Background: an optimization exercise with open tools, aiming at small area. Do not read the settings as production practice.
Function was checked by simulation only, so behaviour that the tests miss may differ from the original.
Power figures rest on the tool's default switching activity, not on a simulated workload.

==> run K: inputs <==
==> flow/design.v (excerpt) <==
module top_mailbox
    #(
        parameter   [31:0]  W_WIDTH_SYS     =   32  ,
        parameter   [31:0]  N_NUMB_CPU      =   4   ,
        parameter   [31:0]  K_FIFO_DEPTH    =   32  ,
        parameter   [31:0]  WIDTH_ADDR      =   32  ,
        parameter           FIFO_DATA       =   W_WIDTH_SYS + WIDTH_ADDR + 32
    )
    (
        input  wire                                         pclk_i     ,
        input  wire                                         presetn_i  ,
        input  wire [N_NUMB_CPU-1: 0]                       psel_i     ,
        input  wire [N_NUMB_CPU-1: 0]                       penable_i  ,
        input  wire [N_NUMB_CPU-1: 0]                       pwrite_i   ,
        input  wire [N_NUMB_CPU*W_WIDTH_SYS-1:0]            paddr_i    ,
        input  wire [N_NUMB_CPU*WIDTH_ADDR-1:0]             pwdata_i   ,
        output wire [N_NUMB_CPU*W_WIDTH_SYS-1:0]            prdata_o   ,
        output wire [N_NUMB_CPU-1: 0]                       pslverr_o  ,
        output wire [N_NUMB_CPU-1: 0]                       pready_o   ,
        output wire [N_NUMB_CPU-1: 0]                       irq
    );
==> module reg_model, before the edit <==
module reg_model
    (
        input               clk         ,
        input               rstn        ,
        input       [36:0]  m_tdata_i   ,
        input               m_tvalid_i  ,
        output reg          m_tready_o  ,
        input               req_i       ,
        input       [5:0]   addr_r_i    ,
        input       [1:0]   numb_r_cpu_i,
        output reg  [31:0]  rdata_r_o   ,
        output reg          err_r_o     ,
        output reg  [3:0]   ack_r_o     ,
        output      [3:0]   irq_o
    );
    reg [15:0]          f_busy      ;
    reg [24*32-1:0]     mem         ;
    reg                 f_wr        ;
    reg [1:0]           c_delay     ;
    reg [1:0]           c_delay_w   ;
    reg [31:0]          r_data      ;
    reg [2:0]           r_cls       ;
    reg [1:0]           r_numb      ;
    genvar g;
    generate
        for (g = 0; g < 4; g = g + 1) begin : g_irq
            assign irq_o[g] = |f_busy[4*g +: 4];
        end
    endgenerate
    localparam [1:0] RDY = 2'd0, WR = 2'd1, WAIT = 2'd2, WAIT_RD = 2'd3;
    localparam [1:0] REQ = 2'd0, ERR_ADDR = 2'd1, READ = 2'd2, WAIT_R = 2'd3;
    reg [1:0] state_wr;
    reg [1:0] state_r;
    wire [3:0]  w_slot    = {r_cls[1:0], r_numb};
    wire        w_is_slot = !r_cls[2];
    wire        w_busy    = w_is_slot && f_busy[w_slot];
    wire [4:0]  w_reg     = {r_cls, r_numb};
    wire        w_go      = (state_wr == WR) && (r_cls != 3'd7) && !w_busy;
    wire        w_wdata   = w_go && (r_cls <= 3'd5);
    wire        w_wstat   = w_go && (r_cls <= 3'd4);
    wire        w_inc     = (state_wr == WR) && (r_cls == 3'd7);
    wire [31:0] w_cnt     = mem[32*(20 + r_numb) +: 32] + 32'd1;
    wire        r_big     = addr_r_i[5];
    wire [4:0]  r_a       = addr_r_i[4:0];
    wire        r_bad     = r_big || (r_a[4] && r_a[3]);
    wire        r_own     = !r_big && !r_a[4] && (r_a[3:2] == numb_r_cpu_i);
    reg  [31:0] r_word;
    integer m;
    always @* begin
        r_word = 32'd0;
        for (m = 0; m < 24; m = m + 1)
            if ((m < 16) ? (!r_a[4] && r_a[3:0] == m) : (r_a[4] && r_a[2:0] == m - 16))
                r_word = r_word | mem[32*m +: 32];
    end
    wire        r_clr     = (state_r == READ) && r_own;
    always @(posedge clk)
        if (rstn && state_wr == RDY && m_tvalid_i) begin
            r_data <= m_tdata_i[31:0];
            r_cls  <= m_tdata_i[34:32];
            r_numb <= m_tdata_i[36:35];
        end
    wire [31:0] d_data = {32{rstn}} & r_data;
    wire [31:0] d_cnt  = {32{rstn}} & (w_inc ? w_cnt : r_data);
    generate
        for (g = 0; g < 24; g = g + 1) begin : g_reg
            wire wd = w_wdata && (w_reg == g);
            if (g < 16) begin : g_slot
                always @(posedge clk)
                    if (!rstn || wd) mem[32*g +: 32] <= d_data;
            end else if (g < 20) begin : g_stat
                always @(posedge clk)
                    if (!rstn || wd) mem[32*g+4 +: 28] <= d_data[31:4];
                genvar b;
                for (b = 0; b < 4; b = b + 1) begin : g_bit
                    wire set = w_wstat && (r_cls == g - 16) && (r_numb == b);
                    wire clr = r_clr && (numb_r_cpu_i == g - 16) && (r_a[1:0] == b);
                    always @(posedge clk)
                        if (!rstn || clr || set || wd)
                            mem[32*g+b] <= rstn && !clr && (set || r_data[b]);
                end
            end else begin : g_cnt
                wire inc = w_inc && (r_numb == g - 20);
                if (g == 20) begin : g_set
                    always @(posedge clk)
                        if (!rstn || wd || inc) mem[32*g+4 +: 28] <= d_cnt[31:4];
                    genvar b;
                    for (b = 0; b < 4; b = b + 1) begin : g_bit
                        wire set = w_wstat && (r_cls == 3'd4) && (r_numb == b);
                        always @(posedge clk)
                            if (!rstn || set || wd || inc)
                                mem[32*g+b] <= rstn && (set || d_cnt[b]);
                    end
                end else begin : g_plain
                    always @(posedge clk)
                        if (!rstn || wd || inc) mem[32*g +: 32] <= d_cnt;
                end
            end
        end
    endgenerate
    integer n;
    always @(posedge clk)
        if (!rstn)
            f_busy <= 16'd0;
        else
            for (n = 0; n < 16; n = n + 1) begin
                if (w_go && w_is_slot && w_slot == n)
                    f_busy[n] <= 1'b1;
                if (r_clr && r_a[3:0] == n)
                    f_busy[n] <= 1'b0;
            end
    always @(posedge clk)
        if (!rstn) begin
            m_tready_o  <= 1'b1;
            rdata_r_o   <= 32'd0;
            err_r_o     <= 1'b0;
            ack_r_o     <= 4'd0;
            f_wr        <= 1'b0;
            state_wr    <= RDY;
            state_r     <= REQ;
            c_delay     <= 2'd0;
            c_delay_w   <= 2'd0;
        end else begin
            case (state_wr)
                RDY:
                    if (m_tvalid_i) begin
                        m_tready_o <= 1'b1;
                        state_wr   <= WR;
                    end
                WR: begin
                    m_tready_o <= 1'b0;
                    f_wr       <= 1'b1;
                    if (r_cls != 3'd7 && w_busy)
                        state_wr <= WAIT_RD;
                    else
                        state_wr <= WAIT;
                end
                WAIT: begin
                    f_wr <= 1'b0;
                    if (c_delay_w != 2'b11)
                        c_delay_w <= c_delay_w + 2'd1;
                    else begin
                        c_delay_w <= 2'd0;
                        state_wr  <= RDY;
                    end
                end
                WAIT_RD: begin
                    f_wr <= 1'b0;
                    if (!w_busy)
                        state_wr <= WR;
                end
            endcase
            case (state_r)
                REQ:
                    if (req_i) state_r <= ERR_ADDR;
                ERR_ADDR:
                    if (r_bad) begin
                        ack_r_o[numb_r_cpu_i] <= 1'b1;
                        err_r_o               <= 1'b1;
                        state_r               <= WAIT_R;
                    end else if (!f_wr)
                        state_r <= READ;
                READ: begin
                    rdata_r_o             <= r_word;
                    ack_r_o[numb_r_cpu_i] <= 1'b1;
                    state_r               <= WAIT_R;
                end
                WAIT_R:
                    if (c_delay != 2'b11)
                        c_delay <= c_delay + 2'd1;
                    else begin
                        c_delay               <= 2'd0;
                        ack_r_o[numb_r_cpu_i] <= 1'b0;
                        err_r_o               <= 1'b0;
                        if (!req_i) state_r <= REQ;
                    end
            endcase
        end
endmodule
==> flow/config.mk <==
export PLATFORM = sky130hd
export DESIGN_NAME = top_mailbox
export DESIGN_NICKNAME = top_mailbox
export VERILOG_FILES = /design/flow/design.v
export SDC_FILE = /design/flow/constraint.sdc
export NUM_CORES = 4
export LEC_CHECK = 0
export CAP_MARGIN = 20
export CORE_MARGIN = 2
export CORE_UTILIZATION = 40
export SLEW_MARGIN = 20
==> flow/constraint.sdc <==
create_clock -name core_clock -period 10.0 [get_ports {pclk_i}]
set_input_delay 2.0000 -clock core_clock [delete_from_list [all_inputs] [get_ports {pclk_i}]]
set_output_delay 2.0000 -clock core_clock [all_outputs]
set_load 0.01 [all_outputs]
standard.sh (not shown) runs the stock make flow with config.mk's settings and CLKGATE_MAP_FILE= SYNTH_SCRIPT=/design/flow/synth_recipe.tcl, a recipe that flattens the netlist after the stock synthesis.
==> flow/flow/run.sh <==
#!/bin/bash
# Layout flow: the standard flow (standard synthesis unchanged), with
# two changes to how the layout is built:
#  - ports are buffered with the smallest buffer (sky130_fd_sc_hd__buf_1)
#    instead of the default delay buffer; every port still gets a buffer;
#  - the clock tree clusters up to 25 sinks within 100 um per leaf buffer
#    and adds no dummy loads.
# Each tool's full output is kept under orfs/logs; the output of the make
# run itself goes to standard.log in this folder.
set -e
cp standard.sh standard.sh.log
export BUFFER_PORTS_ARGS="-buffer_cell sky130_fd_sc_hd__buf_1"
export CTS_ARGS="-sink_clustering_enable -repair_clock_nets -dont_use_dummy_load -sink_clustering_size 25 -sink_clustering_max_diameter 100"
bash standard.sh > standard.log 2>&1
==> run A (differences from run K) <==
--- a/flow/design.v
+++ b/flow/design.v
@@ -36,22 +36,19 @@
     always @(posedge pclk_i)
         if (presetn_i && state == CHECK_PSEL_PEN && psel_i && penable_i) begin
             addr_o  <= {|paddr_i[31:5], paddr_i[4:0]};
             data_o  <= pwdata_i;
             write_o <= pwrite_i;
         end
-    wire rd_done = (state == REQ_READ) && req_r_o && ack_r_i;
-    always @(posedge pclk_i)
-        if (!presetn_i || rd_done)
-            prdata_o <= {32{presetn_i}} & rdata_i;
     always @(posedge pclk_i)
         if (!presetn_i) begin
             state     <= CHECK_PSEL_PEN;
             req_w_o   <= 1'b0;
             req_r_o   <= 1'b0;
             pready_o  <= 1'b1;
+            prdata_o  <= 32'd0;
             pslverr_o <= 1'b1;
             r_err_i   <= 1'b0;
         end else
             case (state)
                 CHECK_PSEL_PEN: begin
                     pslverr_o <= 1'b0;
@@ -83,12 +80,13 @@
                     pready_o  <= 1'b1;
                     pslverr_o <= 1'b1;
                     state     <= CHECK_PSEL_PEN;
                 end
                 REQ_READ:
                     if (req_r_o && ack_r_i) begin
+                        prdata_o <= rdata_i;
                         r_err_i  <= err_r_i;
                         req_r_o  <= 1'b0;
                         state    <= ACK_READ;
                     end else
                         req_r_o <= 1'b1;
                 ACK_READ:
@@ -226,68 +224,37 @@
     wire        w_inc     = (state_wr == WR) && (r_cls == 3'd7);
     wire [31:0] w_cnt     = mem[32*(20 + r_numb) +: 32] + 32'd1;
     wire        r_big     = addr_r_i[5];
     wire [4:0]  r_a       = addr_r_i[4:0];
     wire        r_bad     = r_big || (r_a[4] && r_a[3]);
     wire        r_own     = !r_big && !r_a[4] && (r_a[3:2] == numb_r_cpu_i);
-    reg  [31:0] r_word;
-    integer m;
-    always @* begin
-        r_word = 32'd0;
-        for (m = 0; m < 24; m = m + 1)
-            if ((m < 16) ? (!r_a[4] && r_a[3:0] == m) : (r_a[4] && r_a[2:0] == m - 16))
-                r_word = r_word | mem[32*m +: 32];
-    end
+    wire [31:0] r_word    = r_a[4] ? mem[32*{2'b10, r_a[2:0]} +: 32] : mem[32*{1'b0, r_a[3:0]} +: 32];
     wire        r_clr     = (state_r == READ) && r_own;
     always @(posedge clk)
         if (rstn && state_wr == RDY && m_tvalid_i) begin
             r_data <= m_tdata_i[31:0];
             r_cls  <= m_tdata_i[34:32];
             r_numb <= m_tdata_i[36:35];
         end
-    wire [31:0] d_data = {32{rstn}} & r_data;
-    wire [31:0] d_cnt  = {32{rstn}} & (w_inc ? w_cnt : r_data);
-    generate
-        for (g = 0; g < 24; g = g + 1) begin : g_reg
-            wire wd = w_wdata && (w_reg == g);
-            if (g < 16) begin : g_slot
-                always @(posedge clk)
-                    if (!rstn || wd) mem[32*g +: 32] <= d_data;
-            end else if (g < 20) begin : g_stat
-                always @(posedge clk)
-                    if (!rstn || wd) mem[32*g+4 +: 28] <= d_data[31:4];
-                genvar b;
-                for (b = 0; b < 4; b = b + 1) begin : g_bit
-                    wire set = w_wstat && (r_cls == g - 16) && (r_numb == b);
-                    wire clr = r_clr && (numb_r_cpu_i == g - 16) && (r_a[1:0] == b);
-                    always @(posedge clk)
-                        if (!rstn || clr || set || wd)
-                            mem[32*g+b] <= rstn && !clr && (set || r_data[b]);
-                end
-            end else begin : g_cnt
-                wire inc = w_inc && (r_numb == g - 20);
-                if (g == 20) begin : g_set
-                    always @(posedge clk)
-                        if (!rstn || wd || inc) mem[32*g+4 +: 28] <= d_cnt[31:4];
-                    genvar b;
-                    for (b = 0; b < 4; b = b + 1) begin : g_bit
-                        wire set = w_wstat && (r_cls == 3'd4) && (r_numb == b);
-                        always @(posedge clk)
-                            if (!rstn || set || wd || inc)
-                                mem[32*g+b] <= rstn && (set || d_cnt[b]);
-                    end
-                end else begin : g_plain
-                    always @(posedge clk)
-                        if (!rstn || wd || inc) mem[32*g +: 32] <= d_cnt;
-                end
-            end
-        end
-    endgenerate
     integer n;
     always @(posedge clk)
         if (!rstn)
+            mem <= {24*32{1'b0}};
+        else
+            for (n = 0; n < 24; n = n + 1) begin
+                if (w_wdata && w_reg == n)
+                    mem[32*n +: 32] <= r_data;
+                if (n >= 20 && w_inc && r_numb == n - 20)
+                    mem[32*n +: 32] <= w_cnt;
+                if (n >= 16 && n <= 20 && w_wstat && r_cls == n - 16)
+                    mem[32*n + r_numb] <= 1'b1;
+                if (n >= 16 && n <= 19 && r_clr && numb_r_cpu_i == n - 16)
+                    mem[32*n + r_a[1:0]] <= 1'b0;
+            end
+    always @(posedge clk)
+        if (!rstn)
             f_busy <= 16'd0;
         else
             for (n = 0; n < 16; n = n + 1) begin
                 if (w_go && w_is_slot && w_slot == n)
                     f_busy[n] <= 1'b1;
                 if (r_clr && r_a[3:0] == n)
==> flow/run.sh (new file) <==
#!/bin/bash
# synth_recipe.tcl (not shown) runs the flow's synth.tcl, then flattens the netlist and writes it again
# the make line also repeats each setting of config.mk as NAME=value (left out here)
make -C /OpenROAD-flow-scripts/flow DESIGN_CONFIG=/design/flow/config.mk WORK_HOME=/design/flow/orfs CLKGATE_MAP_FILE= SYNTH_SCRIPT=/design/flow/synth_recipe.tcl finish
removed: flow/flow/run.sh
removed: flow/standard.sh
==> run C (differences from run K) <==
--- a/flow/design.v
+++ b/flow/design.v
@@ -226,20 +226,13 @@
     wire        w_inc     = (state_wr == WR) && (r_cls == 3'd7);
     wire [31:0] w_cnt     = mem[32*(20 + r_numb) +: 32] + 32'd1;
     wire        r_big     = addr_r_i[5];
     wire [4:0]  r_a       = addr_r_i[4:0];
     wire        r_bad     = r_big || (r_a[4] && r_a[3]);
     wire        r_own     = !r_big && !r_a[4] && (r_a[3:2] == numb_r_cpu_i);
-    reg  [31:0] r_word;
-    integer m;
-    always @* begin
-        r_word = 32'd0;
-        for (m = 0; m < 24; m = m + 1)
-            if ((m < 16) ? (!r_a[4] && r_a[3:0] == m) : (r_a[4] && r_a[2:0] == m - 16))
-                r_word = r_word | mem[32*m +: 32];
-    end
+    wire [31:0] r_word    = r_a[4] ? mem[32*{2'b10, r_a[2:0]} +: 32] : mem[32*{1'b0, r_a[3:0]} +: 32];
     wire        r_clr     = (state_r == READ) && r_own;
     always @(posedge clk)
         if (rstn && state_wr == RDY && m_tvalid_i) begin
             r_data <= m_tdata_i[31:0];
             r_cls  <= m_tdata_i[34:32];
             r_numb <= m_tdata_i[36:35];
==> flow/run.sh (new file) <==
#!/bin/bash
# synth_recipe.tcl (not shown) runs the flow's synth.tcl, then flattens the netlist and writes it again
# the make line also repeats each setting of config.mk as NAME=value (left out here)
make -C /OpenROAD-flow-scripts/flow DESIGN_CONFIG=/design/flow/config.mk WORK_HOME=/design/flow/orfs CLKGATE_MAP_FILE= SYNTH_SCRIPT=/design/flow/synth_recipe.tcl finish
- CTS_CLUSTER_DIAMETER: unset -> 100
- CTS_CLUSTER_SIZE: unset -> 25
removed: flow/flow/run.sh
removed: flow/standard.sh
==> comparison table <==
| metric | run K | run C | run A |
|---|---|---|---|
| Met2 track demand over resource | 0.2720 | 0.2517 | 0.3120 |
| Non-clock buffer share of cell area | 0.02321 | 0.04585 | 0.04710 |
| Post-synth EDFFs | 2384 | 2384 | 1488 |
| Ant. Diodes | 8 | 13 | 3 |
| Final non-filler cell area | 0.09842 mm^2 | 0.1015 mm^2 | 0.1101 mm^2 |
| Area of combinational cells with multiple inputs | 0.01408 mm^2 | 0.01437 mm^2 | 0.02593 mm^2 |
| Result of the run | no timing/DRC/antenna violations | no timing/DRC/antenna violations | no timing/DRC/antenna violations |
| Non-clock buffer instance count of the final layout | 499 | 477 | 535 |
| Met1 Usage GRT | 0.2214 | 0.1987 | 0.2590 |
| Worst path bufs/invs | 2 | 2 | 3 |
| Total Die Area | 0.2295 mm^2 | 0.2302 mm^2 | 0.2399 mm^2 |
| Launch instance of the worst min-delay path | fifo_wr.pipe[24][36] | fifo_wr.pipe[24][16] | fifo_wr.pipe[24][29] |
| Final clock-cell share | 0.02924 | 0.03278 | 0.07849 |
| Worst hold slack across all endpoints | 0.3389 ns | 0.3541 ns | 0.3828 ns |
| Worst reg2reg path depth | 7 | 9 | 8 |
| Area share of and/or/nand/nor cells after synthesis | 0.05214 | 0.03860 | 0.1048 |
| Gate power share | 0.059 | 0.067 | 0.045 |
| Critical register-to-register path startpoint | read_mux.mux_numb_cpu_o[0] | fifo_wr.valid[32] | read_mux.mux_numb_cpu_o[1] |
| Final routed wire length divided by cell count | 23.60 um | 22.16 um | 21.76 um |
| Area delta synth->final | 9.037% | 12.12% | 16.66% |

==> afterwards: timing with drivers on the ports <==
The results above use ideal ports. As a check the final layouts listed here were re-extracted and re-timed, cells and wires unchanged.
Step 1: set_driving_cell puts a clkbuf_16 on pclk_i and a buf_2 on each other input, an assumption about the parent block.
Step 2 adds t to the input delays and takes it off the output delays; t is the mean of the earliest and latest rising clock arrival at the registers after step 1. Input paths then give back, and output paths get back, about the clock's delay inside the block.
Three values: no drivers, after step 1, after step 2; two values: the first two.
run | shift t [ns] | slack for setup (ns) | cell pins on the clock port's net
run K | 0.840 | 5.380 / 5.380 / 5.114 | 1
run A | 1.006 | 5.225 / 5.118 / 4.849 | 1
run C | 0.859 | 5.002 / 4.916 / 4.726 | 1
After both steps setup and hold are still met in every run listed. For run A, which loses most, drivers alone change the setup slack by -0.107 ns; drivers and shift together by -0.376 ns.
